This is an optimization exercise on Yosys and OpenROAD, whose aim is small area, a short achievable clock period and few clock cycles per item, not a production implementation. At most, simulation tests tie the RTL to the original design; equivalence was not proved. Only the layout flow was run in runs 4 to 6; the RTL was not checked for function there. Power and IR drop assume default switching activity.

==> flow/design.v <==
module DIV (
  input clock, reset,
  input flush,
  output in_ready,
  input in_valid,
  input in_sign,
  input [31:0] in_a, in_b,
  input out_ready,
  output out_valid,
  output [31:0] out_quot,
  output [31:0] out_rem
);
  localparam [1:0] ST_IDLE = 2'd0, ST_PREP = 2'd1, ST_ITER = 2'd2, ST_DONE = 2'd3;
  reg [1:0] state;
  reg [31:0] r;      
  reg [32:0] e;      
  reg [31:0] q;
  reg [5:0] cnt;     
  reg bs, qs, rs;
  function automatic [5:0] clz32(input [31:0] x);
    reg [15:0] v1; reg [15:0] p1;
    reg [7:0] v2;  reg [15:0] p2;
    reg [3:0] v3;  reg [11:0] p3;
    reg [1:0] v4;  reg [7:0] p4;
    integer i;
    begin
      for (i = 0; i < 16; i = i + 1) begin
        v1[i] = x[2*i+1] | x[2*i];
        p1[i] = ~x[2*i+1];
      end
      for (i = 0; i < 8; i = i + 1) begin
        v2[i] = v1[2*i+1] | v1[2*i];
        p2[2*i+1] = ~v1[2*i+1];
        p2[2*i]   = v1[2*i+1] ? p1[2*i+1] : p1[2*i];
      end
      for (i = 0; i < 4; i = i + 1) begin
        v3[i] = v2[2*i+1] | v2[2*i];
        p3[3*i+2]  = ~v2[2*i+1];
        p3[3*i+:2] = v2[2*i+1] ? p2[4*i+2+:2] : p2[4*i+:2];
      end
      for (i = 0; i < 2; i = i + 1) begin
        v4[i] = v3[2*i+1] | v3[2*i];
        p4[4*i+3]  = ~v3[2*i+1];
        p4[4*i+:3] = v3[2*i+1] ? p3[6*i+3+:3] : p3[6*i+:3];
      end
      clz32[5] = ~(v4[1] | v4[0]);
      clz32[4] = ~v4[1] & v4[0];
      clz32[3:0] = v4[1] ? p4[7:4] : (p4[3:0] & {4{v4[0]}});
    end
  endfunction
  function automatic [31:0] cneg(input s, input [31:0] x);
    reg [31:0] p;
    begin
      p = x;
      p = p | (p << 1);
      p = p | (p << 2);
      p = p | (p << 4);
      p = p | (p << 8);
      p = p | (p << 16);
      cneg = x ^ ({32{s}} & {p[30:0], 1'b0});
    end
  endfunction
  function automatic [34:0] add35(input [34:0] a, input [34:0] b, input ci);
    reg [34:0] p, g, gg, pp, c;
    integer l, i, j;
    begin
      p = a ^ b;
      g = a & b;
      g[0] = g[0] | (p[0] & ci);
      gg = g; pp = p;
      for (l = 0; l < 6; l = l + 1)
        for (i = 34; i >= 0; i = i - 1)
          if (((i >> l) & 1) == 1) begin
            j = ((i >> l) << l) - 1;
            gg[i] = gg[i] | (pp[i] & gg[j]);
            pp[i] = pp[i] & pp[j];
          end
      c = {gg[33:0], ci};
      add35 = p ^ c;
    end
  endfunction
  wire st_idle = state == ST_IDLE;
  wire st_done = state == ST_DONE;
  assign in_ready = st_idle | (st_done & out_ready);
  assign out_valid = st_done;
  wire acc = in_ready & in_valid;
  wire in_as = in_a[31] & in_sign;
  wire in_bs = in_b[31] & in_sign;
  wire [31:0] absa = cneg(in_as, in_a);
  wire [31:0] bx = in_b ^ {32{in_bs}};
  wire [6:0] sh = {1'b0, clz32(bx)} - {1'b0, clz32(absa)};   
  reg [32:0] bsh;
  integer k;
  always @* begin
    bsh = {e[31:0], bs};
    for (k = 1; k < 6; k = k + 1)
      if (cnt[k]) bsh = (bsh << (1 << k)) | ({33{bs}} & ~({33{1'b1}} << (1 << k)));
  end
  wire cin = ~bs;
  wire [34:0] ex0 = {2'b11, e};
  wire [34:0] ex1 = {3'b111, e[32:1]};
  wire [34:0] ra = {3'b000, r};
  wire [34:0] d1 = add35(ra, ex0, cin);
  wire [34:0] d2 = add35(ra, ex1, cin);
  wire [34:0] cs_s = ra ^ ex0 ^ ex1;
  wire [34:0] cs_c = (ra & ex0) | (ra & ex1) | (ex0 & ex1);
  wire [34:0] d3 = add35(cs_s, {cs_c[33:0], cin}, cin);
  wire q1 = ~d1[34];
  wire q2 = q1 ? ~d3[34] : ~d2[34];
  wire [31:0] rn = q1 ? (q2 ? d3[31:0] : d1[31:0]) : (q2 ? d2[31:0] : r);
  always @(posedge clock) begin
    if (reset | flush) begin
      state <= ST_IDLE;
    end else if (acc) begin
      state <= sh[6] ? ST_DONE : ST_PREP;
      r <= absa;
      e <= {1'b0, bx};
      q <= 32'b0;
      cnt <= sh[5:0];
      bs <= in_bs;
      qs <= (in_a[31] ^ in_b[31]) & in_sign;
      rs <= in_as;
    end else begin
      case (state)
        ST_PREP: begin
          e <= ~bsh;
          cnt <= {1'b0, cnt[5:1]};
          state <= ST_ITER;
        end
        ST_ITER: begin
          r <= rn;
          q <= {q[29:0], q1, q2};
          e <= {2'b11, e[32:2]};
          cnt <= cnt - 6'd1;
          if (cnt == 6'd0) state <= ST_DONE;
        end
        ST_DONE: begin
          if (out_ready) state <= ST_IDLE;
        end
        default: ;
      endcase
    end
  end
  assign out_quot = cneg(qs, q);
  assign out_rem  = cneg(rs, r);
endmodule
==> flow/run.sh <==
#!/bin/bash
# synth_recipe.tcl (not shown) runs the flow's synth.tcl, then flattens the netlist and writes it again
# the make line also repeats each setting of config.mk as NAME=value (left out here)
make -C /OpenROAD-flow-scripts/flow DESIGN_CONFIG=/design/flow/config.mk WORK_HOME=/design/flow/orfs CLKGATE_MAP_FILE= SYNTH_SCRIPT=/design/flow/synth_recipe.tcl finish
==> flow/config.mk <==
export PLATFORM = sky130hd
export DESIGN_NAME = DIV
export DESIGN_NICKNAME = DIV
export VERILOG_FILES = /design/flow/design.v
export SDC_FILE = /design/flow/constraint.sdc
export NUM_CORES = 4
export LEC_CHECK = 0
export CAP_MARGIN = 20
export CORE_MARGIN = 2
export CORE_UTILIZATION = 40
export SLEW_MARGIN = 20
==> flow/constraint.sdc <==
create_clock -name core_clock -period 8.0 [get_ports {clock}]
set_input_delay 1.6000 -clock core_clock [delete_from_list [all_inputs] [get_ports {clock}]]
set_output_delay 1.6000 -clock core_clock [all_outputs]
set_load 0.01 [all_outputs]
==> out/summary.txt, run 1 <==
Total Neg Setup Slack: 0 ns
Maximum vdd drop: 0.00008742 V
Sw power: 0.9554 mW
Max Clk Rate: 149.7 MHz
Final setup viols: 0
Area growth syn-to-layout: 14.23%
Post-synth ARST share: 0
Leak Pwr: 6.273 nW
Post-CTS setup buffer count: 0
Crit. End Element: output port
Adder-cell share of the synthesized area: 0.1559
Routed WL: 48790 microns
Starting Density: 0.4041
TritonCTS clock tree: done
Power share of the clock group: 0.200
Placer's final routability congestion estimate: 0.9812
Unrepaired setup endpoints after global routing: no
Die Height: 195.6 microns
Critical path arrival: 5.08 ns
Residual DRC count: 0
Pre-CTS setup slack: 1.284 ns
Largest net degree at the start of global routing: 54
PortBufs: 135
Die width: 195.6 microns
Row count: 70
Hold-fix buffers, CTS: 0
I/O pin cnt: 136
DR pass1 iterations: 5
Detailed Route Iter0 Violations: 1071
Crit Path Max Fanout: 8
Largest family of logic cells by synthesized area: compound AO/OA/AOI/OAI gates
Relative slew slack: 0.3069
Layout net count: 2071
Crit path launch type: flip-flop
Final WS setup: 1.321 ns
Die area: 38270 sq um
Synth Instances: 1770
Sw Share: 0.4107
Via count: 13920
Power Total: 2.326 mW
TritonCTS Buffers: 9
Vias in the first global route: 13000
Dpl hpwl: 38020 microns
Root buf cell: clkbuf_16
Xor/xnor share of the synthesized area: 0.1193
Final Hold Viols: 0
Reg power frac: 0.320
Clock-pin slew on the worst setup and hold paths: 0.09 ns
WL/cell: 20.98 microns
Simple-Gate Fraction of Synth Area: 0.1825
Slew @ Worst Pin: 1.040 ns
Max Cap Viol: 0
Pwr Density: 138.7 nW/um^2
Total grt overflow: 0
Gr usage total: 0.2515
Total clock sinks: 108
Tmin final: 6.679 ns
Post-synth EDFFs: 106
Post-CTS resize count: 0
Post-route ant nets: 0
Synthesis-stage register bit count: 108
Final Max Slew Viols: 0
Layout cells sized above 1: 0.04371
Final period utilization: 0.8349
Initial antenna violation count: 6
Synth Area in Compound Gates: 0.2251
Kind of critical path: reg2out
Syn avg cell area: 8.298 sq um
Most common flop cell mapped by yosys: edfxtp_1
Post-synthesis sequential area ratio: 0.2194
Internal power: 1.371 mW
Status: no timing/DRC/antenna violations
Clock skew: 0.01374 ns
H-tree levels: 3
Warnings, synthesis: 1
WHS: 0.6140 ns
WP data required: 6.40 ns
First-pass GRT wire length: 74930 microns
Core area: 36350 sq um
Maximum clock insertion buffer count: 2
Mux contribution to synthesized area: 0.05282
Netlist cell types: 78
DR vias/cell: 5.987
Clk latency of the worst-skew pair: 0.37 ns
Type of the tightest min-delay check: reg2reg
Mapped Area: 14690 sq um
Syn Nets: 1993
Comb pwr share: 0.480
-- layout make-up --
type | count | area [sq um]
Multi-Input combinational cell | 1488 | 10830
Inverter | 83 | 311.5
Clock buffer | 10 | 229.0
Timing Repair Buffer | 158 | 1531
Clock inverter | 6 | 60.06
Sequential cell | 108 | 3223
Antenna cell | 4 | 10.01
Tap cell | 468 | 585.6
Fill cell | 3570 | 19570
-- worst paths after layout --
kind	slack, ns	end	startpoint	cells after the start
worst min-delay path	0.61	q[12]	q[10]	1
worst max-delay path	1.32	out_rem[29]	r[2]	9
worst min register to register	0.61	q[12]	q[10]	1
worst max register to register	2.12	r[26]	bs	15
-- placed cells by master, fill, tap and decap left out, drive strengths merged, types with 25 or more instances in the layout --
cell type,synthesis,routed
a211oi,30,30
a21oi,134,134
and2,40,40
clkdlybuf4s50,0,135
edfxtp,106,106
fa,50,50
ha,103,103
inv,82,84
mux2i,58,58
nand2,170,170
nand3,49,49
nor2,129,129
nor3,30,30
o211ai,26,26
o21ai,138,138
o31ai,25,25
xnor2,151,151
xor2,49,49
-- cells by family after synthesis --
kind of cell,Yosys count
simple gates,549
compound gates,516
xor+xnor,200
buf+inv,174
fa+ha+maj,153
flops,108
mux,70
-- metal layers --
metal / up-vias / wire, microns / GRT usage
met3: 55 / 3408 / 0.03938
met1: 6678 / 22350 / 0.3554
met5: - / 0 / 0
met2: 533 / 22010 / 0.3972
li1: 6654 / - / -
met4: 0 / 1018 / 0.07209
-- synth_stat cells, types with 50 or more instances --
master    instances  area (sq um)
edfxtp_1        106          3183
fa_1             50          1001
o21ai_0         136         680.7
inv_1            80         300.3
a21oi_1         134         670.6
ha_1            103          1289
nand2_1         170         638.1
xnor2_1         151          1323
mux2i_1          57         570.6
clkbuf_1         72         270.3
nor2_1          129         484.2
-- registers in the layout (all words and copies together) (netlist names) --
name   cells
r         32
state      2
cnt        6
qs         1
rs         1
e         33
q         32
bs         1
-- critical path, cell delays in order (launching register included) --
cell	delay [ns]
edfxtp_1	0.58
or4_1	0.66
nor4_2	0.35
nand4_1	0.24
nor4_1	0.80
nand2b_1	0.26
or4_1	0.65
o41ai_1	0.42
xnor2_1	0.17
clkdlybuf4s50_1	0.56
-- power by group through the flow --
stage               clock network, mW  registers [mW]  logic [mW]
floorplan                           0           0.726       0.769
global placement                    0           0.756        1.08
detailed placement                  0           0.757        1.10
global route                    0.490           0.750        1.23
CTS                             0.475           0.744        1.10
finish                          0.466           0.744        1.12
-- per-stage QoR --
| stage | instances | util | instance area, sq um |
|---|---|---|---|
| 3_3_place_gp | 2304 | 0.4530 | 16460 |
| 5_1_grt | 2321 | 0.4613 | 16770 |
| 3_5_place_dp | 2304 | 0.4530 | 16460 |
| 4_1_cts | 2320 | 0.4609 | 16750 |
| 2_1_floorplan | 1770 | - | 14690 |
| 6_report | 2325 | 0.4616 | 16780 |
Testbench counts, summed over its fixed seeds: cycles 1,780, items 384.
==> run 2, diff against run 1 <==
--- a/flow/config.mk
+++ b/flow/config.mk
@@ -8,4 +8,5 @@
 export CAP_MARGIN = 20
 export CORE_MARGIN = 2
 export CORE_UTILIZATION = 40
+export SETUP_SLACK_MARGIN = 3.5
 export SLEW_MARGIN = 20
==> run 2 against run 1 <==
  * Critical path type unchanged
  * Clock skew about the same
  * Power up 6.4%
  * Sequential share of layout area down 1.8 points
  * Combinational power up 13%
  * Global-route usage up 1.4 points
  * Clock power about the same
  * Synthesized cell count unchanged
==> out/summary.txt, run 2 <==
WHS: 0.6147 ns
Crit path launch type: flip-flop
Relative slew slack: 0.4038
Synthesis-stage register bit count: 108
Residual DRC count: 0
Netlist cell types: 78
First-pass GRT wire length: 79280 microns
WL/cell: 21.24 microns
Biggest regs: e: 33 flops, q: 32 flops, r: 32 flops
Hold-fix buffers, CTS: 0
Worst setup startpoint: q[2]
Max Cap Viol: 0
Post-synth EDFFs: 106
I/O pin cnt: 136
PortBufs: 135
Most common flop cell mapped by yosys: edfxtp_1
Clk latency of the worst-skew pair: 0.39 ns
Most flop-heavy register: e
TritonCTS clock tree: done
Max Clk Rate: 187.1 MHz
Commonest cells after routing, fill and taps aside: nand2_1 (156), xnor2_1 (146), nor2_1 (125), a21oi_1 (125), buf_4 (111)
Die width: 195.6 microns
Final Max Slew Viols: 0
Register area: 3223 sq um
Area growth syn-to-layout: 26.26%
Die area: 38270 sq um
Largest net degree at the start of global routing: 57
Crit. End Element: output port
Core area: 36350 sq um
Final Hold Viols: 0
Root buf cell: clkbuf_16
Gr usage total: 0.2660
Most common cell after layout, fill and taps aside: nand2_1
Initial antenna violation count: 1
Slew @ Worst Pin: 0.8933 ns
List of most frequent post-synthesis cells: nand2_1 (170), xnor2_1 (151), o21ai_0 (136)
Via count: 14510
Status: no timing/DRC/antenna violations
Pwr Density: 133.4 nW/um^2
Syn avg cell area: 8.298 sq um
Placer's final routability congestion estimate: 0.9430
Fill cells: 3423
Critical R2R Launch: r[1]
Area taken by multi-input logic gates: 11800 sq um
Starting Density: 0.4041
Mapped Area: 14690 sq um
Share of the synthesized area in the top cell type: 0.2167
Unrepaired setup endpoints after global routing: yes
DR pass1 iterations: 7
HP Start: q[27]
Maximum clock insertion buffer count: 2
Total grt overflow: 0
Final period utilization: 0.6680
Maximum vdd drop: 0.00009343 V
Largest area contributor in the netlist: edfxtp_1
Clock skew: 0.01388 ns
DR vias/cell: 5.964
Critical path arrival: 3.74 ns
TritonCTS Buffers: 9
Post-synth ARST share: 0
Tmin final: 5.344 ns
Layout cells sized above 1: 0.1920
Clock-pin slew on the worst setup and hold paths: 0.09 ns
Count leader, synth: nand2_1
Routed WL: 51650 microns
Warnings, synthesis: 1
H-tree levels: 3
Syn Nets: 1993
Leak Pwr: 7.109 nW
Synth area leaders: edfxtp_1 (22%), xnor2_1 (9.0%), ha_1 (8.8%)
Detailed Route Iter0 Violations: 1258
Total Neg Setup Slack: 0 ns
Crit Path Max Fanout: 3
Die Height: 195.6 microns
Dpl hpwl: 38260 microns
Row count: 70
Vias in the first global route: 13910
Layout net count: 2182
Post-route ant nets: 0
Type of the tightest min-delay check: reg2reg
Total clock sinks: 108
Synth Instances: 1770
Final setup viols: 0
Kind of critical path: reg2out
WP data required: 6.40 ns
Post-synthesis sequential area ratio: 0.2194
Max reg flops: 33
Diode count: 0
-- run 2: cell counts after synthesis --
No cell type changed its count.
-- run 2: where the power goes --
part	internal, mW	leakage (nW)	switching, mW
clock network	0.218	0.137	0.248
logic	0.552	5.98	0.719
registers	0.675	0.993	0.0621
total	1.44	7.11	1.03
-- run 2: worst max-delay path, cell delays in order (launching register included) --
cell and delay (ns):
edfxtp_1 0.43, or4_4 0.56, nor4_4 0.19, nand4_2 0.16, or4_4 0.46, nand2b_4 0.16, or4_4 0.55, or4_4 0.44
o21ai_2 0.14, xnor2_1 0.12, buf_2 0.14
-- run 2: repair_timing --
item / CTS / global route
setup buffers: 87 / 24
setup endpoints to repair: 114 / 98
resized for setup: 355 / 109
cloned: 2 / 0
pin swaps: 68 / 57
-- run 2: path summary, 6_finish.rpt --
path / to / slack [ns] / cells after the start
worst max-delay path: out_quot[31] / 2.66 / 10
worst min-delay path: q[29] / 0.61 / 1
worst max register to register: r[19] / 3.53 / 15
worst min register to register: q[29] / 0.61 / 1
-- run 2: through the flow --
stage,power (mW),instances,utilization,setup WS [ns],instance area (sq um)
after floorplan,1.504,1770,-,2.961,14920
final,2.475,2432,0.5102,2.656,18550
after CTS,2.407,2407,0.4965,2.542,18040
after global routing,2.614,2432,0.5102,2.496,18550
after global placement,1.844,2302,0.4573,1.655,16620
after detailed placement,1.857,2302,0.4573,1.404,16620
-- run 2: cell type report --
cell class,instances,share of cell area
clock buffers,10,0.01235
clock inverters,6,0.003036
inverters,83,0.01788
multi-input cells,1488,0.6361
flip-flops and latches,108,0.1738
well taps,468,0.03157
repair buffers,268,0.1250
repair inverters,1,0.0002699
-- run 2: kinds of logic (layout without fill, tap and decap cells) --
logic type,Yosys count,in the layout,share of synthesized area
AOI/OAI and AO/OA,516,516,0.2251
buffers and inverters,174,368,0.04506
DFF,108,108,0.2194
muxes,70,70,0.05282
xor gates and xnor gates,200,200,0.1193
and+or+nand+nor,549,549,0.1825
adders and majority gates,153,153,0.1559
-- run 2: per-layer routing --
layer,wire length [microns],part of all wire,track usage,vias up
met5,0,0,0,-
met4,1479,0.029,0.09245,0
met3,3571,0.069,0.04974,84
met2,23910,0.46,0.4323,517
met1,22690,0.44,0.3547,7024
li1,-,-,-,6880
==> run 3, diff against run 2 <==
--- a/flow/config.mk
+++ b/flow/config.mk
@@ -8,5 +8,5 @@
 export CAP_MARGIN = 20
 export CORE_MARGIN = 2
 export CORE_UTILIZATION = 40
-export SETUP_SLACK_MARGIN = 3.5
+export SETUP_SLACK_MARGIN = 2.5
 export SLEW_MARGIN = 20
==> run 3 against run 2 <==
  * Maximum frequency is 1.7% lower
  * Clock-buffer cell count stayed put
  * First-iteration DRC count is 3.9% higher
  * Utilization is 3.4 points lower
  * Clock power is 1% higher
  * Non-clock buffer count is 76 lower
  * Hold slack better by 0.00055 ns
  * Sequential cell count stayed put
  * Final area is 6.7% lower
  * Sequential share of layout area is 1.2 points higher
  * Combinational power is about 10% lower
==> out/summary.txt, run 3 <==
DR pass1 iterations: 5
PortBufs: 135
Final period utilization: 0.6795
Adder-cell share of the synthesized area: 0.1559
Mux contribution to synthesized area: 0.05282
List of most frequent post-synthesis cells: nand2_1 (170), xnor2_1 (151), o21ai_0 (136)
DR vias/cell: 5.989
Crit path launch type: flip-flop
Post-synth EDFFs: 106
Leak Pwr: 6.650 nW
Most flop-heavy register: e
Crit. End Element: output port
HP Start: q[10]
Total grt overflow: 0
Slowest-stage cell, CP: or4_4
Synth Area in Compound Gates: 0.2251
Type of the tightest min-delay check: reg2reg
Largest area contributor in the netlist: edfxtp_1
First-pass GRT wire length: 75980 microns
Syn Nets: 1993
Residual DRC count: 0
Starting Density: 0.4041
Area growth syn-to-layout: 17.84%
Via count: 14120
Hold-fix buffers, CTS: 0
Netlist cell types: 78
Setup slack, reg-to-reg: 2.70 ns
CP bufs+invs: 3
Share of the synthesized area in the top cell type: 0.2167
Die Height: 195.6 microns
Routed WL: 49140 microns
Vias in the first global route: 13210
Pwr Density: 135.8 nW/um^2
Crit path largest cell delay: 0.60 ns
Tmin final: 5.436 ns
Clk latency of the worst-skew pair: 0.38 ns
I/O pin cnt: 136
Largest family of logic cells by synthesized area: compound AO/OA/AOI/OAI gates
Final WS setup: 2.564 ns
Final core utilization: 0.4762
Largest net degree at the start of global routing: 60
TritonCTS Buffers: 9
Cell family with most CP delay: simple AND/OR/NAND/NOR gates
Most common flop cell mapped by yosys: edfxtp_1
Slew @ Worst Pin: 0.9403 ns
Synthesis-stage register bit count: 108
Hold depth: 1
Total Neg Setup Slack: 0 ns
Synth area leaders: edfxtp_1 (22%), xnor2_1 (9.0%), ha_1 (8.8%)
H-tree levels: 3
Max Cap Viol: 0
Die width: 195.6 microns
Total clock sinks: 108
Initial antenna violation count: 0
Core area: 36350 sq um
Status: no timing/DRC/antenna violations
Max Clk Rate: 184.0 MHz
Maximum vdd drop: 0.0001340 V
Placer's final routability congestion estimate: 0.9867
Most common cell after layout, fill and taps aside: nand2_1
Synth Instances: 1770
Critical R2R Launch: r[1]
Syn avg cell area: 8.298 sq um
Relative slew slack: 0.3731
Pre-CTS setup slack: 1.255 ns
R2R Path End: r[26]
Row count: 70
Crit Path Max Fanout: 6
Clock skew: 0.01082 ns
Critical path arrival: 3.84 ns
Kind of critical path: reg2out
Fill cells: 3551
TritonCTS clock tree: done
Commonest cells after routing, fill and taps aside: nand2_1 (168), xnor2_1 (149), a21oi_1 (131)
Dpl hpwl: 37710 microns
Gr usage total: 0.2537
Warnings, synthesis: 1
Placed cell areas: 16490 sq um
Max reg flops: 33
Die area: 38270 sq um
Final Max Slew Viols: 0
Simple-Gate Fraction of Synth Area: 0.1825
Xor/xnor share of the synthesized area: 0.1193
Hold path endpoint: q[12]
Final setup viols: 0
WP data required: 6.40 ns
Count leader, synth: nand2_1
Clock-pin slew on the worst setup and hold paths: 0.08 ns
Layout cells sized above 1: 0.08528
Maximum clock insertion buffer count: 2
Reg2Reg Depth: 16
Mapped Area: 14690 sq um
Post-synth ARST share: 0
Final instance area: 17310 sq um
Detailed Route Iter0 Violations: 1307
Post-synthesis sequential area ratio: 0.2194
Unrepaired setup endpoints after global routing: yes
Biggest regs: e: 33 flops, q: 32 flops, r: 32 flops
Root buf cell: clkbuf_16
WL/cell: 20.85 microns
Layout net count: 2106
Worst-path cell chain: or4_4 -> nor4_4 -> nand4_1 -> buf_4 -> nor4_4 -> nand2b_1 -> or4_4 -> buf_4 -> o31ai_2 -> xnor2_1 -> dlygate4sd2_1
Final Hold Viols: 0
Post-route ant nets: 0
-- run 3: cell count changes in the layout (fill, tap and decap cells not counted), moves of 18 or more --
cell,delta
buf_4,-56
buf_2,-41
buf_6,-19
clkdlybuf4s50_1,+28
o21ai_0,+18
-- run 3: worst reg2reg max path: stages, from the launching register on --
cell and delay [ns]:
edfxtp_1 0.41, buf_4 0.14, buf_4 0.16, inv_1 0.08, fa_1 0.48, fa_1 0.44, nand2b_1 0.22, a211oi_2 0.37
o2111ai_1 0.38, a21oi_1 0.39, o31ai_1 0.16, o2bb2a_1 0.31, buf_4 0.24, mux2i_2 0.18, buf_4 0.36, mux2_2 0.47
o221ai_1 0.30
-- run 3: cell families after synthesis --
group / after synthesis
simple gates: 549
mux: 70
compound gates: 516
fa+ha+maj: 153
buf+inv: 174
flops: 108
xor+xnor: 200
-- run 3: what timing repair did --
action,4_1_cts,5_1_grt
resized for setup,64,40
endpoints found under the setup margin,45,21
pin swaps,12,23
cloned,1,0
setup buffers,16,16
-- run 3: layer usage --
metal / share of wire / GRT usage
met1: 0.45 / 0.3656
met3: 0.062 / 0.01779
met2: 0.47 / 0.4192
met5: 0 / 0
met4: 0.014 / 0.05061
-- run 3: final cells by class --
class                           instances  area, sq um  share of cell area
Clock inverter                          6        56.30            0.003253
Timing Repair Buffer                  192         1785              0.1032
Sequential cell                       108         3223              0.1862
Tap cell                              468        585.6             0.03383
Multi-Input combinational cell       1488        11100              0.6414
Inverter                               83        320.3             0.01851
Timing Repair inverter                  1        5.005           0.0002892
Clock buffer                           10        229.0             0.01323
Antenna cell                            1        2.502           0.0001446
-- run 3: where the power goes --
part	switching (mW)	total (mW)	internal [mW]
sequential	0.0646	0.740	0.675
combinational	0.655	1.14	0.484
clock	0.252	0.471	0.219
total	0.971	2.35	1.38
-- run 3: per-stage QoR --
step | power, mW | hold slack (ns) | cells
3_5_place_dp | 1.852 | 0.6039 | 2306
3_3_place_gp | 1.842 | 0.5852 | 2306
6_report | 2.350 | 0.6152 | 2357
2_1_floorplan | 1.496 | 0.5537 | 1770
5_1_grt | 2.495 | 0.6535 | 2356
4_1_cts | 2.331 | 0.6181 | 2339
-- run 3: worst max-delay path by stage --
| stage | start | end | slack [ns] | cells past startpoint |
|---|---|---|---|---|
| finish | r[1] | out_rem[28] | 2.56 | 11 |
| detailed placement | in_a[10] | cnt[5] | 1.26 | 17 |
| floorplan | in_a[10] | cnt[4] | 2.50 | 17 |
| CTS | r[1] | out_rem[29] | 2.34 | 9 |
| global route | in_a[7] | state[1] | 2.36 | 19 |
| global placement | in_a[10] | cnt[5] | 1.34 | 17 |
==> run 4, diff against run 3 <==
--- a/flow/design.v
+++ b/flow/design.v
@@ -16,6 +16,7 @@
   reg [32:0] e;      
   reg [31:0] q;
   reg [5:0] cnt;     
+  reg [5:0] lza;     
   reg bs, qs, rs;
   function automatic [5:0] clz32(input [31:0] x);
     reg [15:0] v1; reg [15:0] p1;
@@ -88,13 +89,16 @@
   wire in_bs = in_b[31] & in_sign;
   wire [31:0] absa = cneg(in_as, in_a);
   wire [31:0] bx = in_b ^ {32{in_bs}};
-  wire [6:0] sh = {1'b0, clz32(bx)} - {1'b0, clz32(absa)};   
+  wire [5:0] lzb_in = clz32(bx);
+  wire [5:0] lza_in = clz32(absa);
+  wire none = lzb_in < lza_in;     
+  wire [5:0] sh = cnt - lza;       
   reg [32:0] bsh;
   integer k;
   always @* begin
     bsh = {e[31:0], bs};
     for (k = 1; k < 6; k = k + 1)
-      if (cnt[k]) bsh = (bsh << (1 << k)) | ({33{bs}} & ~({33{1'b1}} << (1 << k)));
+      if (sh[k]) bsh = (bsh << (1 << k)) | ({33{bs}} & ~({33{1'b1}} << (1 << k)));
   end
   wire cin = ~bs;
   wire [34:0] ex0 = {2'b11, e};
@@ -112,11 +116,12 @@
     if (reset | flush) begin
       state <= ST_IDLE;
     end else if (acc) begin
-      state <= sh[6] ? ST_DONE : ST_PREP;
+      state <= none ? ST_DONE : ST_PREP;
       r <= absa;
       e <= {1'b0, bx};
       q <= 32'b0;
-      cnt <= sh[5:0];
+      cnt <= lzb_in;
+      lza <= lza_in;
       bs <= in_bs;
       qs <= (in_a[31] ^ in_b[31]) & in_sign;
       rs <= in_as;
@@ -124,7 +129,7 @@
       case (state)
         ST_PREP: begin
           e <= ~bsh;
-          cnt <= {1'b0, cnt[5:1]};
+          cnt <= {1'b0, sh[5:1]};
           state <= ST_ITER;
         end
         ST_ITER: begin
--- a/flow/config.mk
+++ b/flow/config.mk
@@ -8,5 +8,4 @@
 export CAP_MARGIN = 20
 export CORE_MARGIN = 2
 export CORE_UTILIZATION = 40
-export SETUP_SLACK_MARGIN = 2.5
 export SLEW_MARGIN = 20
==> run 4 against run 3 <==
  * Still clean
  * Clock power up 69%
  * Via count is 0.69% higher
  * Combinational power up 26%
  * Global-route usage grew 0.091 points
  * Clock-buffer cell count is 8 higher
  * Sequential power increased by 9.6%
  * Largest cell class unchanged
  * Largest power group unchanged
==> out/summary.txt, run 4 <==
Most common flop cell mapped by yosys: edfxtp_1
Residual DRC count: 0
Relative slew slack: 0.2626
Clock skew: 0.01320 ns
Leak Pwr: 6.549 nW
Synth Instances: 1806
Final setup viols: 0
Max reg flops: 33
Root buf cell: clkbuf_16
Post-synthesis sequential area ratio: 0.2268
Diode count: 0
DR pass1 iterations: 5
TritonCTS clock tree: done
Commonest cells after routing, fill and taps aside: nand2_1 (176), xnor2_1 (150), a21oi_1 (147)
Share of the synthesized area in the top cell type: 0.2241
Most Frequent Cell on Critical Path: or4_4
Placer's final routability congestion estimate: 0.9206
Final core utilization: 0.4749
Total grt overflow: 0
Die Height: 197.7 microns
Kind of critical path: reg2out
Synthesis-stage register bit count: 114
Register area: 3403 sq um
Crit Path Max Fanout: 8
Maximum clock insertion buffer count: 2
Core area: 36790 sq um
Largest net degree at the start of global routing: 71
Vias in the first global route: 13370
WL/cell: 20.99 microns
Routed WL: 49850 microns
Largest area contributor in the netlist: edfxtp_1
Most common cell after layout, fill and taps aside: nand2_1
Fill cells: 3578
WHS: 0.6034 ns
Clk latency of the worst-skew pair: 0.44 ns
Final period utilization: 0.8489
DR vias/cell: 5.985
Area taken by multi-input logic gates: 11020 sq um
WP data required: 6.40 ns
Worst-path cell chain: or4_4 -> nor4_4 -> nand3_2 -> or4_4 -> or3_4 -> or4_4 -> or3_1 -> or3_1 -> o31ai_1 -> xnor2_1 -> clkdlybuf4s50_1
Dpl hpwl: 38170 microns
Max Clk Rate: 147.2 MHz
Area growth syn-to-layout: 16.43%
Total clock sinks: 114
Post-synth EDFFs: 112
Final Hold Viols: 0
Crit path launch type: flip-flop
Slew @ Worst Pin: 1.106 ns
Total Neg Setup Slack: 0 ns
H-tree levels: 4
Row count: 70
Biggest regs: e: 33 flops, q: 32 flops, r: 32 flops
List of most frequent post-synthesis cells: nand2_1 (177), xnor2_1 (152), a21oi_1 (148)
Pwr Density: 174.7 nW/um^2
Layout net count: 2120
Maximum vdd drop: 0.0001649 V
Gr usage total: 0.2546
Max Cap Viol: 0
Count leader, synth: nand2_1
First-pass GRT wire length: 76530 microns
Post-synth ARST share: 0
Slowest-stage cell, CP: or4_4
Syn avg cell area: 8.309 sq um
Die area: 39080 sq um
Starting Density: 0.4079
Layout cells sized above 1: 0.05401
Crit. End Element: output port
Hold-fix buffers, CTS: 0
Final Max Slew Viols: 0
Clock-pin slew on the worst setup and hold paths: 0.06 ns
Syn Nets: 2032
Unrepaired setup endpoints after global routing: no
Synth area leaders: edfxtp_1 (22%), xnor2_1 (8.9%), ha_1 (8.8%)
Cells after DPL: 2341
PortBufs: 135
Non-Filler Instances: 2375
Type of the tightest min-delay check: reg2reg
Post-CTS setup buffer count: 0
Tmin final: 6.791 ns
Initial antenna violation count: 0
Warnings, synthesis: 1
Most flop-heavy register: e
TritonCTS Buffers: 17
Die width: 197.7 microns
Mapped Area: 15010 sq um
Post-route ant nets: 0
Detailed Route Iter0 Violations: 1115
Critical path arrival: 5.19 ns
I/O pin cnt: 136
Netlist cell types: 72
Via count: 14210
Crit path largest cell delay: 0.62 ns
Status: no timing/DRC/antenna violations
Post-CTS resize count: 0
## run 4: changes by cell type after synthesis, moves of 9 or more
cell | before | now
a21oi_1 | 134 | 148
a31oi_1 | 16 | 26
buf_1 | 16 | 3
clkbuf_1 | 72 | 86
mux2i_1 | 57 | 46
nand3_1 | 49 | 58
nor2_1 | 129 | 145
nor3b_1 | 2 | 14
o21a_1 | 9 | 20
o21ai_0 | 136 | 111
o221ai_1 | 15 | 26
## run 4: layer usage
layer  track usage  share of wire  wire, microns  vias to the layer above
li1              -              -              -                     6792
met1        0.3640           0.45          22670                     6783
met2        0.4069           0.45          22510                      568
met3       0.02305          0.068           3405                       71
met4       0.07881          0.025           1267                        0
met5             0              0              0                        -
## run 4: where the power goes
part / total [mW] / leakage, nW / internal (mW) / switching (mW)
clock network: 0.798 / 0.286 / 0.463 / 0.335
registers: 0.811 / 1.05 / 0.727 / 0.0845
logic: 1.44 / 5.21 / 0.607 / 0.835
total: 3.05 / 6.55 / 1.80 / 1.25
## run 4: stage by stage
| stage | power [mW] | instance area, sq um | worst slack [ns] |
|---|---|---|---|
| after floorplan | 1.784 | 15010 | 2.335 |
| after global placement | 2.213 | 16850 | 1.346 |
| after detailed placement | 2.229 | 16850 | 1.214 |
| after CTS | 3.034 | 17430 | 1.149 |
| after global routing | 3.229 | 17470 | 0.9645 |
| final | 3.052 | 17470 | 1.209 |
## run 4: final timing paths
check                              start           to  slack [ns]  cells past startpoint
worst max-delay path                r[2]  out_rem[28]        1.21                     11
worst min-delay path            state[0]     state[0]        0.60                      2
worst max register to register        bs         r[8]        2.25                     14
worst min register to register  state[0]     state[0]        0.60                      2
## run 4: cell families after synthesis
| family | count (synthesis) | synth area share |
|---|---|---|
| AO/OA/AOI/OAI | 514 | 0.2192 |
| XOR/XNOR | 199 | 0.1162 |
| adder cells (fa/ha/maj) | 156 | 0.1551 |
| buffers and inverters | 173 | 0.04386 |
| flip-flops | 114 | 0.2268 |
| multiplexers | 59 | 0.04719 |
| AND/OR/NAND/NOR | 591 | 0.1917 |
## run 4: final cells by class
class / count / area share
flip-flops and latches: 114 / 0.1948
clock inverters: 14 / 0.008737
well taps: 468 / 0.03352
multi-input cells: 1519 / 0.6309
inverters: 81 / 0.01740
clock buffers: 18 / 0.02456
repair buffers: 161 / 0.09010
## run 4: worst max-delay path: cells and delay by family (launching register included)
kind	cells	cell delay [ns]
and+or+nand+nor	8	3.22
AOI/OAI and AO/OA	1	0.28
xor gates and xnor gates	1	0.15
buffers and inverters	1	0.55
DFF	1	0.56
==> run 5, diff against run 4 <==
--- a/flow/design.v
+++ b/flow/design.v
@@ -10,13 +10,13 @@
   output [31:0] out_quot,
   output [31:0] out_rem
 );
-  localparam [1:0] ST_IDLE = 2'd0, ST_PREP = 2'd1, ST_ITER = 2'd2, ST_DONE = 2'd3;
-  reg [1:0] state;
+  localparam [2:0] ST_IDLE = 3'd0, ST_PREP = 3'd1, ST_ITER = 3'd2, ST_FIX = 3'd3,
+                   ST_DONE = 3'd4;
+  reg [2:0] state;
   reg [31:0] r;      
   reg [32:0] e;      
   reg [31:0] q;
   reg [5:0] cnt;     
-  reg [5:0] lza;     
   reg bs, qs, rs;
   function automatic [5:0] clz32(input [31:0] x);
     reg [15:0] v1; reg [15:0] p1;
@@ -89,16 +89,14 @@
   wire in_bs = in_b[31] & in_sign;
   wire [31:0] absa = cneg(in_as, in_a);
   wire [31:0] bx = in_b ^ {32{in_bs}};
-  wire [5:0] lzb_in = clz32(bx);
-  wire [5:0] lza_in = clz32(absa);
-  wire none = lzb_in < lza_in;     
-  wire [5:0] sh = cnt - lza;       
+  wire [31:0] va = in_as ? {~in_a[30:0], 1'b1} : in_a;
+  wire [6:0] sh = {1'b0, clz32(bx)} - {1'b0, clz32(va)};   
   reg [32:0] bsh;
   integer k;
   always @* begin
     bsh = {e[31:0], bs};
     for (k = 1; k < 6; k = k + 1)
-      if (sh[k]) bsh = (bsh << (1 << k)) | ({33{bs}} & ~({33{1'b1}} << (1 << k)));
+      if (cnt[k]) bsh = (bsh << (1 << k)) | ({33{bs}} & ~({33{1'b1}} << (1 << k)));
   end
   wire cin = ~bs;
   wire [34:0] ex0 = {2'b11, e};
@@ -116,12 +114,11 @@
     if (reset | flush) begin
       state <= ST_IDLE;
     end else if (acc) begin
-      state <= none ? ST_DONE : ST_PREP;
-      r <= absa;
+      state <= sh[6] ? ST_DONE : ST_PREP;
+      r <= sh[6] ? in_a : absa;
       e <= {1'b0, bx};
       q <= 32'b0;
-      cnt <= lzb_in;
-      lza <= lza_in;
+      cnt <= sh[5:0];
       bs <= in_bs;
       qs <= (in_a[31] ^ in_b[31]) & in_sign;
       rs <= in_as;
@@ -129,7 +126,7 @@
       case (state)
         ST_PREP: begin
           e <= ~bsh;
-          cnt <= {1'b0, sh[5:1]};
+          cnt <= {1'b0, cnt[5:1]};
           state <= ST_ITER;
         end
         ST_ITER: begin
@@ -137,7 +134,12 @@
           q <= {q[29:0], q1, q2};
           e <= {2'b11, e[32:2]};
           cnt <= cnt - 6'd1;
-          if (cnt == 6'd0) state <= ST_DONE;
+          if (cnt == 6'd0) state <= (qs | rs) ? ST_FIX : ST_DONE;
+        end
+        ST_FIX: begin
+          q <= cneg(qs, q);
+          r <= cneg(rs, r);
+          state <= ST_DONE;
         end
         ST_DONE: begin
           if (out_ready) state <= ST_IDLE;
@@ -146,6 +148,6 @@
       endcase
     end
   end
-  assign out_quot = cneg(qs, q);
-  assign out_rem  = cneg(rs, r);
+  assign out_quot = q;
+  assign out_rem  = r;
 endmodule
--- a/flow/config.mk
+++ b/flow/config.mk
@@ -8,4 +8,5 @@
 export CAP_MARGIN = 20
 export CORE_MARGIN = 2
 export CORE_UTILIZATION = 40
+export SETUP_SLACK_MARGIN = 3.0
 export SLEW_MARGIN = 20
==> run 5 against run 4 <==
  * Still clean
  * Cell count down 0.17%
  * Clock skew up 0.0056 ns
  * Sequential cell count down 5
  * Synthesized cell count down 2.7%
  * Maximum frequency up 29%
  * Worst setup slack better by 1.5 ns
  * Hold slack better by 0.054 ns
  * Combinational power down 6%
  * Register-to-register slack better by 0.87 ns
  * Critical endpoint is now r[5]
  * Highest routed layer unchanged
==> out/summary.txt, run 5 <==
Tmin final: 5.254 ns
Crit Path Max Fanout: 8
Most flop-heavy register: e
Kind of critical path: in2reg
Die area: 38430 sq um
Clk latency of the worst-skew pair: 0.38 ns
Placer's final routability congestion estimate: 0.9985
DR vias/cell: 6.340
Clock-pin slew on the worst setup and hold paths: 0.10 ns
Most Frequent Cell on Critical Path: o21a_1
Layout net count: 2115
Largest area contributor in the netlist: edfxtp_1
Gr usage total: 0.2793
Maximum clock insertion buffer count: 2
Routed WL: 54810 microns
TritonCTS Buffers: 9
I/O pin cnt: 136
Pwr Density: 146.3 nW/um^2
Via count: 15030
H-tree levels: 3
Detailed Route Iter0 Violations: 1664
Most common cell after layout, fill and taps aside: nand2_1
Commonest cells after routing, fill and taps aside: nand2_1 (148), o21ai_0 (140), a21oi_1 (131)
Synthesis-stage register bit count: 109
Share of the synthesized area in the top cell type: 0.2158
Fill cells: 3446
Worst setup startpoint: in_b[22]
Dpl hpwl: 39850 microns
Max Clk Rate: 190.3 MHz
CP bufs+invs: 6
Post-route ant nets: 0
Post-synthesis sequential area ratio: 0.2198
Syn avg cell area: 8.391 sq um
Area growth syn-to-layout: 22.49%
Largest net degree at the start of global routing: 65
Power Total: 2.643 mW
Vias in the first global route: 14120
Final Max Slew Viols: 0
Syn Nets: 1976
Hold-fix buffers, CTS: 0
Leak Pwr: 6.904 nW
Relative slew slack: 0.2777
Type of the tightest min-delay check: reg2reg
Synth Instances: 1758
Die width: 196.0 microns
Critical R2R Launch: r[4]
Biggest regs: e: 33 flops, q: 32 flops, r: 32 flops
Max reg flops: 33
Residual DRC count: 0
R2R Path End: r[14]
Maximum vdd drop: 0.0001300 V
Slew @ Worst Pin: 1.080 ns
List of most frequent post-synthesis cells: o21ai_0 (168), nand2_1 (158), a21oi_1 (141)
Core area: 36430 sq um
Cell family with most CP delay: compound AO/OA/AOI/OAI gates
Final WS setup: 2.746 ns
Total Neg Setup Slack: 0 ns
Final setup viols: 0
TritonCTS clock tree: done
Mapped Area: 14750 sq um
Total clock sinks: 109
Final core utilization: 0.4959
Synth area leaders: edfxtp_1 (22%), ha_1 (8.3%), fa_1 (6.8%)
Clock skew: 0.01881 ns
Root buf cell: clkbuf_16
Total grt overflow: 0
Critical path depth: 25
Initial antenna violation count: 0
Crit path largest cell delay: 0.48 ns
DR pass1 iterations: 6
WL/cell: 23.12 microns
Reg2Reg Depth: 13
Count leader, synth: o21ai_0
Crit. End Element: flip-flop
Max Cap Viol: 0
Termination of the worst setup path: r[5]
Unrepaired setup endpoints after global routing: yes
WP data required: 8.12 ns
Slowest-stage cell, CP: or4_1
Setup slack, reg-to-reg: 3.12 ns
First-pass GRT wire length: 83190 microns
Post-synth EDFFs: 106
PortBufs: 135
Row count: 70
Crit path launch type: input pin
Starting Density: 0.4049
Final Hold Viols: 0
Warnings, synthesis: 1
Post-synth ARST share: 0
Critical path arrival: 5.38 ns
Most common flop cell mapped by yosys: edfxtp_1
Netlist cell types: 76
Status: no timing/DRC/antenna violations
Pre-CTS setup slack: 0.9202 ns
Layout cells sized above 1: 0.1430
Final period utilization: 0.6567
Die Height: 196.0 microns
[run 5: changes by cell type after synthesis, sizes merged, moves of 14 or more]
cell	previous run	this run
xor2	47	78
nor2	145	117
and2	44	14
nand2	177	158
a22oi	3	17
o21ai	111	172
xnor2	152	113
nand3	59	42
o22ai	9	27
mux2i	46	28
[run 5: power breakdown]
part | leakage [nW] | switching (mW) | total, mW | internal [mW]
logic | 5.75 | 0.767 | 1.35 | 0.578
clock network | 0.151 | 0.274 | 0.501 | 0.227
registers | 1.00 | 0.101 | 0.797 | 0.696
[run 5: area by class of cell]
type,instances,area [sq um],share of cell area
Timing Repair Buffer,211,2028,0.1122
Clock inverter,7,86.33,0.004778
Multi-Input combinational cell,1487,11540,0.6387
Tap cell,468,585.6,0.03241
Clock buffer,9,225.2,0.01246
Sequential cell,109,3243,0.1795
Inverter,76,324.1,0.01794
Timing Repair inverter,3,33.78,0.001870
Antenna cell,1,2.502,0.0001385
[run 5: repair_timing]
| action | CTS | global route |
|---|---|---|
| resized for setup | 167 | 101 |
| setup buffers | 27 | 25 |
| gates cloned | 5 | 1 |
| endpoints found under the setup margin | 39 | 65 |
| pin swaps | 57 | 46 |
[run 5: worst min path at each step]
stage                         from        to  slack (ns)  depth (start not counted)
after global routing      state[2]  state[2]        0.68                          1
after CTS                 state[2]  state[2]        0.65                          1
after detailed placement  state[2]  state[2]        0.63                          1
final                     state[2]  state[2]        0.66                          1
after floorplan           state[2]  state[2]        0.56                          1
after global placement    state[2]  state[2]        0.63                          1
[run 5: routing by layer]
layer | routed length, microns | GRT usage | up-vias
met3 | 3754 | 0.02837 | 92
met2 | 25440 | 0.4529 | 703
li1 | - | - | 6861
met5 | 0 | 0 | -
met4 | 1733 | 0.09175 | 0
met1 | 23890 | 0.3911 | 7377
[run 5: logic make-up (layout without fill, tap and decap cells)]
logic type      count (synthesis)  after routing  synth area share
xor+xnor                      191            191            0.1134
simple gates                  502            503            0.1644
compound gates                592            592            0.2584
fa+ha+maj                     148            148            0.1510
flops                         109            109            0.2198
other cells                     0              1                 0
buf+inv                       163            306           0.04198
mux                            53             53           0.05106
[run 5: worst register-to-register path, cell delays in order, from the launching register on]
cell      delay (ns)
edfxtp_1        0.67
inv_1           0.14
fa_1            0.60
inv_1           0.06
ha_1            0.19
a21o_1          0.19
or3_1           0.34
o21ai_0         0.57
a21oi_1         0.27
o31a_1          0.42
o21ai_4         0.13
buf_4           0.47
o21ai_0         0.28
a211o_1         0.34
[run 5: through the flow]
| stage | hold slack [ns] | cell area (sq um) | instances |
|---|---|---|---|
| after CTS | 0.6503 | 17520 | 2344 |
| after detailed placement | 0.6325 | 16660 | 2296 |
| after global routing | 0.6832 | 18070 | 2370 |
| after floorplan | 0.5637 | 14920 | 1758 |
| final | 0.6574 | 18070 | 2371 |
| after global placement | 0.6272 | 16660 | 2296 |
==> run 6, diff against run 5 <==
--- a/flow/design.v
+++ b/flow/design.v
@@ -89,8 +89,7 @@
   wire in_bs = in_b[31] & in_sign;
   wire [31:0] absa = cneg(in_as, in_a);
   wire [31:0] bx = in_b ^ {32{in_bs}};
-  wire [31:0] va = in_as ? {~in_a[30:0], 1'b1} : in_a;
-  wire [6:0] sh = {1'b0, clz32(bx)} - {1'b0, clz32(va)};   
+  wire [6:0] sh = {1'b0, clz32(bx)} - {1'b0, clz32(absa)};   
   reg [32:0] bsh;
   integer k;
   always @* begin
==> run 6 against run 5 <==
  * Critical path depth is 1 higher
  * Worst setup slack worse by 0.87 ns
  * Cell count is 4.3% higher
  * Largest power group unchanged
  * Sequential cell count stayed put
  * Clock skew is 0.0060 ns lower
  * Synthesized cell count is 5.2% higher
  * First-iteration DRC count is 12% lower
  * Still clean
  * Combinational power is 7% lower
  * Maximum frequency is 14% lower
  * Global-route usage is 0.28 points higher
  * Routed wire length is 1.9% higher
  * Largest cell class unchanged
  * Utilization is 0.91 points higher
==> out/summary.txt, run 6 <==
Most flop-heavy register: e
Internal power: 1.447 mW
Dpl hpwl: 41390 microns
Root buf cell: clkbuf_16
Final Hold Viols: 0
Type of the tightest min-delay check: reg2reg
Unrepaired setup endpoints after global routing: yes
Kind of critical path: in2reg
Starting Density: 0.4074
Post-synthesis sequential area ratio: 0.2164
Gr usage total: 0.2822
Clk latency of the worst-skew pair: 0.40 ns
Most Frequent Cell on Critical Path: nor2_4
HP Start: q[23]
Pwr Density: 134.5 nW/um^2
Hold path endpoint: q[25]
DR vias/cell: 6.175
Maximum vdd drop: 0.0001204 V
Slew @ Worst Pin: 1.100 ns
Critical R2R Launch: e[1]
Mux contribution to synthesized area: 0.03615
Final Max Slew Viols: 0
Synth Instances: 1849
Xor/xnor share of the synthesized area: 0.1157
Critical path arrival: 6.27 ns
Crit. End Element: flip-flop
Residual DRC count: 0
Routed WL: 55860 microns
WHS: 0.6415 ns
DR pass1 iterations: 6
PortBufs: 135
Share of the synthesized area in the top cell type: 0.2124
R2R Path End: r[11]
Diode count: 0
Reg power frac: 0.304
Clock skew: 0.01280 ns
Sw Share: 0.4210
Setup slack, reg-to-reg: 2.79 ns
Synthesis-stage register bit count: 109
Count leader, synth: o21ai_0
WL/cell: 22.59 microns
Hold depth: 2
Status: no timing/DRC/antenna violations
Crit path largest cell delay: 0.59 ns
Detailed Route Iter0 Violations: 1465
Crit path launch type: input pin
Reg2Reg Depth: 15
TritonCTS Buffers: 9
Area growth syn-to-layout: 23.97%
Max Cap Viol: 0
Mapped Area: 14990 sq um
Netlist cell types: 79
TritonCTS clock tree: done
WP data required: 8.15 ns
Most common cell after layout, fill and taps aside: o21ai_0
Vias in the first global route: 14530
Via count: 15270
Most common flop cell mapped by yosys: edfxtp_1
Final setup viols: 0
Core area: 36790 sq um
Die width: 197.6 microns
Hold-fix buffers, CTS: 0
Post-synth ARST share: 0
Final period utilization: 0.7656
Sw power: 1.052 mW
Die Height: 197.6 microns
Maximum clock insertion buffer count: 2
Relative slew slack: 0.2641
Slowest-stage cell, CP: or4_4
Tmin final: 6.125 ns
Total clock sinks: 109
Largest family of logic cells by synthesized area: compound AO/OA/AOI/OAI gates
Post-synth EDFFs: 106
First-pass GRT wire length: 84700 microns
Commonest cells after routing, fill and taps aside: o21ai_0 (166), nand2_1 (153), nor2_1 (129)
Syn Nets: 2067
Largest net degree at the start of global routing: 76
Synth area leaders: edfxtp_1 (21%), ha_1 (8.2%), xnor2_1 (6.8%)
Placer's final routability congestion estimate: 0.9258
Clock-pin slew on the worst setup and hold paths: 0.09 ns
Fill cells: 3530
Largest area contributor in the netlist: edfxtp_1
Power share of the clock group: 0.192
List of most frequent post-synthesis cells: o21ai_0 (186), nand2_1 (165), nor2_1 (153)
Max Clk Rate: 163.3 MHz
I/O pin cnt: 136
H-tree levels: 3
Power Total: 2.499 mW
Syn avg cell area: 8.105 sq um
Adder-cell share of the synthesized area: 0.1493
Layout cells sized above 1: 0.1561
Total Neg Setup Slack: 0 ns
Crit Path Max Fanout: 8
Leak Pwr: 7.072 nW
Total grt overflow: 0
Simple-Gate Fraction of Synth Area: 0.1800
Initial antenna violation count: 0
Warnings, synthesis: 1
Post-route ant nets: 0
Max reg flops: 33
Layout net count: 2218
Comb pwr share: 0.504
Die area: 39030 sq um
Row count: 70
Synth Area in Compound Gates: 0.2582
Biggest regs: e: 33 flops, q: 32 flops, r: 32 flops
## run 6: changes by cell type in the layout (fill, tap and decap cells not counted), moves of 11 or more
| cell | change |
|---|---|
| buf_4 | +20 |
| buf_6 | +15 |
| clkdlybuf4s50_1 | +25 |
| dlymetal6s2s_1 | -13 |
| mux4_2 | -12 |
| nor2_1 | +18 |
| nor2_4 | +11 |
| nor3_1 | +18 |
| o21ai_0 | +26 |
## run 6: area by class of cell
type                            instances  area, sq um  share of cell area
Clock buffer                            9        225.2             0.01212
Sequential cell                       109         3243              0.1746
Clock inverter                          7        51.30            0.002761
Tap cell                              468        585.6             0.03152
Timing Repair inverter                  1        5.005           0.0002694
Timing Repair Buffer                  248         2318              0.1248
Inverter                               67        255.2             0.01374
Multi-Input combinational cell       1564        11890              0.6402
## run 6: how the worst max path moves through the flow
stage,start,end,slack (ns),cells after the start
after global placement,in_a[3],r[15],0.57,23
after CTS,in_a[5],r[1],2.03,26
final,in_a[11],r[1],1.88,26
after detailed placement,in_a[3],r[15],0.47,21
after global routing,in_a[11],r[1],1.70,26
after floorplan,in_a[3],r[21],1.71,24
## run 6: stage by stage
| step | instance area, sq um | instances | util | worst slack [ns] |
|---|---|---|---|---|
| after floorplan | 15110 | 1849 | - | 1.714 |
| after global placement | 16820 | 2371 | 0.4574 | 0.5744 |
| after detailed placement | 16820 | 2371 | 0.4574 | 0.4684 |
| after CTS | 17960 | 2438 | 0.4882 | 2.033 |
| after global routing | 18580 | 2473 | 0.5050 | 1.701 |
| final | 18580 | 2473 | 0.5050 | 1.875 |
## run 6: power by group through the flow
stage	clock, mW	combinational (mW)	sequential (mW)
after floorplan	0	0.778	0.749
after detailed placement	0	1.11	0.775
final	0.481	1.26	0.759
after global routing	0.503	1.37	0.764
after CTS	0.484	1.18	0.761
after global placement	0	1.10	0.775
## run 6: timing repair
item / 4_1_cts / 5_1_grt
endpoints found under the setup margin: 60 / 40
resized for setup: 193 / 84
gates cloned: 3 / 0
pin swaps: 59 / 44
buffers inserted: 48 / 34
## run 6: metal layers
metal | up-vias | GRT usage | share of wire
met1 | 7384 | 0.3692 | 0.43
met3 | 124 | 0.04064 | 0.065
li1 | 7126 | - | -
met2 | 638 | 0.4690 | 0.47
met4 | 0 | 0.1119 | 0.038
met5 | - | 0 | 0
## run 6: cells by family (layout without fill, tap and decap cells)
family,count (synthesis),after routing
multiplexers,47,47
AO/OA/AOI/OAI,611,611
XOR/XNOR,198,198
adder cells (fa/ha/maj),149,149
flip-flops,109,109
AND/OR/NAND/NOR,559,559
buffers and inverters,176,332
## run 6: critical path, delay by kind of cell
| family | cells | cell delay (ns) |
|---|---|---|
| adders and majority gates | 1 | 0.36 |
| and+or+nand+nor | 8 | 1.52 |
| xor gates and xnor gates | 1 | 0.16 |
| buffers and inverters | 5 | 0.73 |
| AOI/OAI and AO/OA | 11 | 1.91 |
==> run 7, diff against run 6 <==
--- a/flow/design.v
+++ b/flow/design.v
@@ -10,9 +10,8 @@
   output [31:0] out_quot,
   output [31:0] out_rem
 );
-  localparam [2:0] ST_IDLE = 3'd0, ST_PREP = 3'd1, ST_ITER = 3'd2, ST_FIX = 3'd3,
-                   ST_DONE = 3'd4;
-  reg [2:0] state;
+  localparam [1:0] ST_IDLE = 2'd0, ST_PREP = 2'd1, ST_ITER = 2'd2, ST_DONE = 2'd3;
+  reg [1:0] state;
   reg [31:0] r;      
   reg [32:0] e;      
   reg [31:0] q;
@@ -114,7 +113,7 @@
       state <= ST_IDLE;
     end else if (acc) begin
       state <= sh[6] ? ST_DONE : ST_PREP;
-      r <= sh[6] ? in_a : absa;
+      r <= absa;
       e <= {1'b0, bx};
       q <= 32'b0;
       cnt <= sh[5:0];
@@ -133,12 +132,7 @@
           q <= {q[29:0], q1, q2};
           e <= {2'b11, e[32:2]};
           cnt <= cnt - 6'd1;
-          if (cnt == 6'd0) state <= (qs | rs) ? ST_FIX : ST_DONE;
-        end
-        ST_FIX: begin
-          q <= cneg(qs, q);
-          r <= cneg(rs, r);
-          state <= ST_DONE;
+          if (cnt == 6'd0) state <= ST_DONE;
         end
         ST_DONE: begin
           if (out_ready) state <= ST_IDLE;
@@ -147,6 +141,6 @@
       endcase
     end
   end
-  assign out_quot = q;
-  assign out_rem  = r;
+  assign out_quot = cneg(qs, q);
+  assign out_rem  = cneg(rs, r);
 endmodule
==> flow/flow/run.sh (new file) <==
#!/bin/bash
# The standard layout, with the port buffers made from buf_4 cells instead of
# the resizer's default choice (a slow delay buffer), so that the fixed input
# and output delays are not lengthened further by the port buffers.
set -euo pipefail
export BUFFER_PORTS_ARGS="-buffer_cell sky130_fd_sc_hd__buf_4"
bash standard.sh > standard.log 2>&1
==> flow/standard.sh (new file) <==
#!/bin/bash
# synth_recipe.tcl (not shown) runs the flow's synth.tcl, then flattens the netlist and writes it again
# the make line also repeats each setting of config.mk as NAME=value (left out here)
make -C /OpenROAD-flow-scripts/flow DESIGN_CONFIG=/design/flow/config.mk WORK_HOME=/design/flow/orfs CLKGATE_MAP_FILE= SYNTH_SCRIPT=/design/flow/synth_recipe.tcl "${@:-finish}"
removed: flow/run.sh
==> run 7 against run 6 <==
  * Clock-buffer cell count unchanged
  * Global-route usage down 3.2 points
  * Maximum frequency up 16%
  * Non-clock buffer count down 20
  * Critical path type is now reg2out
==> out/summary.txt, run 7 <==
Grt met2 use: 0.3963
Warnings, synthesis: 1
Routed WL: 48940 microns
Die width: 195.6 microns
GRT busiest layer: met2
Diode count: 0
Synth Instances: 1770
Final Hold Viols: 0
Via count: 14210
List of most frequent post-synthesis cells: nand2_1 (170), xnor2_1 (151), o21ai_0 (136)
Sw Share: 0.4062
Max Cap Viol: 0
H-tree levels: 3
Dpl hpwl: 37150 microns
Worst setup startpoint: q[2]
Type of the tightest min-delay check: reg2reg
Maximum vdd drop: 0.0001016 V
Crit. End Element: output port
Crit path largest cell delay: 0.57 ns
Max Clk Rate: 189.4 MHz
Mapped Area: 14690 sq um
Final setup viols: 0
Critical R2R Launch: r[0]
Crit path launch type: flip-flop
DR vias/cell: 5.939
Biggest regs: e: 33 flops, q: 32 flops, r: 32 flops
Vias in the first global route: 13320
I/O pin cnt: 136
Largest net degree at the start of global routing: 77
Crit Path Max Fanout: 4
Initial antenna violation count: 0
Leak Pwr: 6.893 nW
Kind of critical path: reg2out
Sw power: 0.9708 mW
Clock skew: 0.01470 ns
R2R Path End: r[26]
Maximum clock insertion buffer count: 2
Post-synth ARST share: 0
Comb pwr share: 0.481
Internal power: 1.419 mW
Core area: 36350 sq um
Worst-path cell chain: or4_4 -> nor4_4 -> nand4_2 -> or4_4 -> nand2b_4 -> or4_4 -> or4_4 -> o21ai_2 -> xnor2_1 -> buf_4
Max reg flops: 33
Die area: 38270 sq um
DR pass1 iterations: 5
Clk latency of the worst-skew pair: 0.38 ns
Reg2Reg Depth: 15
Die Height: 195.6 microns
Count leader, synth: nand2_1
Unrepaired setup endpoints after global routing: yes
Hold path endpoint: q[31]
HP Start: q[29]
Total Neg Setup Slack: 0 ns
Power Total: 2.390 mW
Slew @ Worst Pin: 0.9663 ns
Slowest-stage cell, CP: or4_4
Root buf cell: clkbuf_16
Hold depth: 1
Reg power frac: 0.309
PortBufs: 135
Setup slack, reg-to-reg: 3.21 ns
Commonest cells after routing, fill and taps aside: buf_4 (218), nand2_1 (163), xnor2_1 (146)
TritonCTS clock tree: done
First-pass GRT wire length: 75490 microns
Detailed Route Iter0 Violations: 1210
Grt met3 use: 0.02988
Starting Density: 0.4041
Netlist cell types: 78
Tmin final: 5.279 ns
Met1 usage: 0.3559
Pwr Density: 136.3 nW/um^2
Critical path arrival: 3.68 ns
Share of the synthesized area in the top cell type: 0.2167
Power share of the clock group: 0.210
Status: no timing/DRC/antenna violations
Placer's final routability congestion estimate: 0.9535
Layout cells sized above 1: 0.1856
Most Frequent Cell on Critical Path: or4_4
Row count: 70
Relative slew slack: 0.3558
Final period utilization: 0.6599
Most flop-heavy register: e
TritonCTS Buffers: 9
Cell family with most CP delay: simple AND/OR/NAND/NOR gates
Layout net count: 2142
Most common flop cell mapped by yosys: edfxtp_1
WL/cell: 20.46 microns
Hold-fix buffers, CTS: 0
WP data required: 6.40 ns
Final Max Slew Viols: 0
Post-synthesis sequential area ratio: 0.2194
Clock-pin slew on the worst setup and hold paths: 0.08 ns
Gr usage total: 0.2505
Area growth syn-to-layout: 19.41%
Syn Nets: 1993
Synthesis-stage register bit count: 108
Post-synth EDFFs: 106
Total clock sinks: 108
Synth area leaders: edfxtp_1 (22%), xnor2_1 (9.0%), ha_1 (8.8%)
Largest area contributor in the netlist: edfxtp_1
CP bufs+invs: 1
Post-route ant nets: 0
Total grt overflow: 0
Syn avg cell area: 8.298 sq um
Critical path depth: 10
Most common cell after layout, fill and taps aside: buf_4
Residual DRC count: 0
[run 7: cell types whose count changed after synthesis, moves of 26 or more]
cell / previous run / this run
and2_1: 14 / 40
xor2_1: 82 / 49
o21ai_0: 186 / 136
xnor2_1: 116 / 151
o22ai_1: 35 / 6
[run 7: layout make-up]
cell class | count | area (sq um)
Sequential cell | 108 | 3223
Multi-Input combinational cell | 1488 | 11310
Tap cell | 468 | 585.6
Inverter | 83 | 324.1
Clock buffer | 9 | 225.2
Timing Repair inverter | 1 | 5.005
Fill cell | 3563 | 18810
Timing Repair Buffer | 228 | 1773
Clock inverter | 7 | 88.84
[run 7: per-layer routing]
layer	part of all wire	wire, microns	up-vias
met5	0	0	-
met4	0.027	1299	0
met3	0.064	3119	79
met2	0.46	22330	506
met1	0.45	22190	6815
li1	-	-	6806
[run 7: worst max-delay path by stage]
stage	slack, ns	to
floorplan	2.95	cnt[5]
global placement	1.81	state[1]
detailed placement	1.70	state[1]
CTS	2.54	out_quot[31]
global route	2.57	out_quot[31]
finish	2.72	out_quot[31]
[run 7: through the flow]
| step | setup slack, ns | cell area [sq um] | cells | hold slack, ns | util |
|---|---|---|---|---|---|
| finish | 2.721 | 17540 | 2392 | 0.6277 | 0.4825 |
| global route | 2.574 | 17540 | 2392 | 0.6583 | 0.4825 |
| floorplan | 2.949 | 14820 | 1770 | 0.5537 | - |
| CTS | 2.539 | 16960 | 2350 | 0.6282 | 0.4665 |
| detailed placement | 1.696 | 16180 | 2299 | 0.6053 | 0.4451 |
| global placement | 1.810 | 16180 | 2299 | 0.5901 | 0.4451 |
[run 7: logic make-up (layout without fill, tap and decap cells)]
group                    after synthesis  count (layout)  synth area share
AND/OR/NAND/NOR                      549             549            0.1825
AO/OA/AOI/OAI                        516             516            0.2251
XOR/XNOR                             200             200            0.1193
buffers and inverters                174             328           0.04506
adder cells (fa/ha/maj)              153             153            0.1559
flip-flops                           108             108            0.2194
multiplexers                          70              70           0.05282
[run 7: timing repair]
action	in CTS	in global routing
gates resized for setup	48	55
buffers inserted	34	40
gates cloned	1	0
setup endpoints to repair	88	43
pin swaps	32	47
[run 7: power groups by stage]
stage	Clock (mW)	Combinational, mW	Sequential, mW
after floorplan	0	0.776	0.725
after global placement	0	1.06	0.756
after detailed placement	0	1.07	0.757
after CTS	0.506	1.10	0.741
after global routing	0.525	1.27	0.743
final	0.501	1.15	0.739
Testbench counts of run 7, summed over its fixed seeds: cycles 1,780, items 384.
==> run 8, diff against run 7 <==
--- a/flow/config.mk
+++ b/flow/config.mk
@@ -8,5 +8,5 @@
 export CAP_MARGIN = 20
 export CORE_MARGIN = 2
 export CORE_UTILIZATION = 40
-export SETUP_SLACK_MARGIN = 3.0
+export SETUP_SLACK_MARGIN = 2.0
 export SLEW_MARGIN = 20
==> run 8 against run 7 <==
  * Die area unchanged
  * Clock skew shrank 0.0037 ns
  * Sequential share of layout area rose by 1.2 points
  * Non-clock buffer count shrank 70
  * Clock power is 6.0% lower
  * Combinational power is 4% lower
  * Maximum frequency is 6.8% lower
  * Sequential cell count stayed put
==> out/summary.txt, run 8 <==
CP bufs+invs: 1
Syn avg cell area: 8.298 sq um
Synthesis-stage register bit count: 108
Final instance area: 16490 sq um
Warnings, synthesis: 1
Post-synth ARST share: 0
Tmin final: 5.662 ns
Commonest cells after routing, fill and taps aside: nand2_1 (167), buf_4 (157), xnor2_1 (151)
Mapped Area: 14690 sq um
DR vias/cell: 5.993
Routed WL: 48620 microns
Synth area leaders: edfxtp_1 (22%), xnor2_1 (9.0%), ha_1 (8.8%)
H-tree levels: 3
Hold depth: 1
Worst-path cell chain: buf_4 -> nor4_4 -> nand4_1 -> o41ai_1 -> xor2_1 -> o21ai_0 -> nor2_1 -> nand3_1 -> a41o_1 -> a21oi_1 -> ha_1 -> a21o_1 -> a21o_1 -> a21o_1 -> a21oi_1 -> xor2_1 -> o21ai_0
Gr usage total: 0.2525
Reg2Reg Depth: 13
Syn Nets: 1993
Status: no timing/DRC/antenna violations
Via count: 13920
Unrepaired setup endpoints after global routing: yes
Kind of critical path: in2reg
Placed cell areas: 16100 sq um
Cell family with most CP delay: compound AO/OA/AOI/OAI gates
Hold path endpoint: q[29]
Final setup viols: 0
Pwr Density: 140.2 nW/um^2
Count leader, synth: nand2_1
Reg power frac: 0.322
Max reg flops: 33
TritonCTS Buffers: 9
Sw power: 0.9570 mW
Total Neg Setup Slack: 0 ns
Die width: 195.6 microns
Row count: 70
Core area: 36350 sq um
Die area: 38270 sq um
Synth Instances: 1770
Crit Path Max Fanout: 8
Adder-cell share of the synthesized area: 0.1559
Max Cap Viol: 0
Post-synthesis sequential area ratio: 0.2194
Vias in the first global route: 13190
Crit path launch type: input pin
Internal power: 1.354 mW
Area growth syn-to-layout: 12.28%
WP data required: 8.11 ns
Leak Pwr: 6.402 nW
Setup slack, reg-to-reg: 2.53 ns
Detailed Route Iter0 Violations: 1278
Layout net count: 2072
Clk latency of the worst-skew pair: 0.37 ns
Power Total: 2.311 mW
Post-synth EDFFs: 106
TritonCTS clock tree: done
Largest area contributor in the netlist: edfxtp_1
Sw Share: 0.4141
Netlist cell types: 78
Dpl hpwl: 37560 microns
Synth Area in Compound Gates: 0.2251
Post-route ant nets: 0
PortBufs: 135
WL/cell: 20.93 microns
Mux contribution to synthesized area: 0.05282
Relative slew slack: 0.2838
Most common flop cell mapped by yosys: edfxtp_1
I/O pin cnt: 136
Xor/xnor share of the synthesized area: 0.1193
Slowest-stage cell, CP: o41ai_1
Max Clk Rate: 176.6 MHz
Total clock sinks: 108
run 8: cell counts after synthesis:
Identical to the previous run, type by type.
run 8: worst reg2reg max path, cell delays in order (launching register included):
cell	delay (ns)
edfxtp_1	0.57
inv_1	0.27
fa_1	0.45
fa_1	0.45
a211oi_1	0.30
o211ai_1	0.22
a22oi_1	0.51
a31oi_1	0.36
a41oi_1	0.49
o21ai_1	0.13
buf_4	0.24
nand2_2	0.48
inv_1	0.43
a222oi_1	0.37
run 8: repair_timing:
item | in CTS | in global routing
gates cloned | 0 | 1
gates resized for setup | 1 | 8
pin swaps | 0 | 3
setup buffers | 0 | 4
setup endpoints to repair | 7 | 14
run 8: cell type report:
| type | instances | area, sq um |
|---|---|---|
| inverter | 83 | 319.1 |
| tap | 468 | 585.6 |
| clock buffer | 9 | 225.2 |
| fill | 3580 | 19860 |
| timing repair buffer | 158 | 1194 |
| timing repair inverter | 1 | 5.005 |
| sequential | 108 | 3223 |
| antenna | 1 | 2.502 |
| clock inverter | 7 | 66.31 |
| multi-input combinational | 1488 | 10870 |
run 8: power by group through the flow:
stage	clock [mW]	sequential (mW)	combinational (mW)
global placement	0	0.756	1.06
CTS	0.478	0.743	1.08
global route	0.496	0.749	1.21
finish	0.471	0.743	1.10
floorplan	0	0.726	0.769
detailed placement	0	0.756	1.07
run 8: metrics by stage:
stage	utilization	std cells	setup WS, ns
floorplan	-	1770	2.055
global placement	0.4430	2300	1.738
detailed placement	0.4430	2300	1.637
CTS	0.4512	2316	2.023
global route	0.4536	2322	1.999
finish	0.4537	2323	2.338
run 8: worst max path at each step:
stage,startpoint,to,depth (start not counted)
floorplan,out_ready,r[0],6
global placement,in_sign,cnt[5],17
detailed placement,in_sign,cnt[5],17
CTS,in_sign,cnt[5],17
global route,in_a[2],cnt[5],17
finish,in_a[2],cnt[5],17
run 8: logic make-up after synthesis:
| logic type | after synthesis |
|---|---|
| and+or+nand+nor | 549 |
| AOI/OAI and AO/OA | 516 |
| xor gates and xnor gates | 200 |
| buffers and inverters | 174 |
| adders and majority gates | 153 |
| DFF | 108 |
| muxes | 70 |
run 8: per-layer routing:
metal  GRT usage  share of wire  vias to the layer above
met5           0              0                        -
met4     0.07012          0.022                        0
met3     0.02522          0.068                       74
met2      0.4061           0.46                      556
met1      0.3605           0.45                     6635
li1            -              -                     6657

Re-timed with assumed drivers on the ports (clkbuf_16 on the clock, buf_2 on other inputs), run 8 has 2.321 ns of setup slack against 2.338 ns with ideal ports, and 1.945 ns once port delays also move by the mid clock arrival of 0.415 ns.
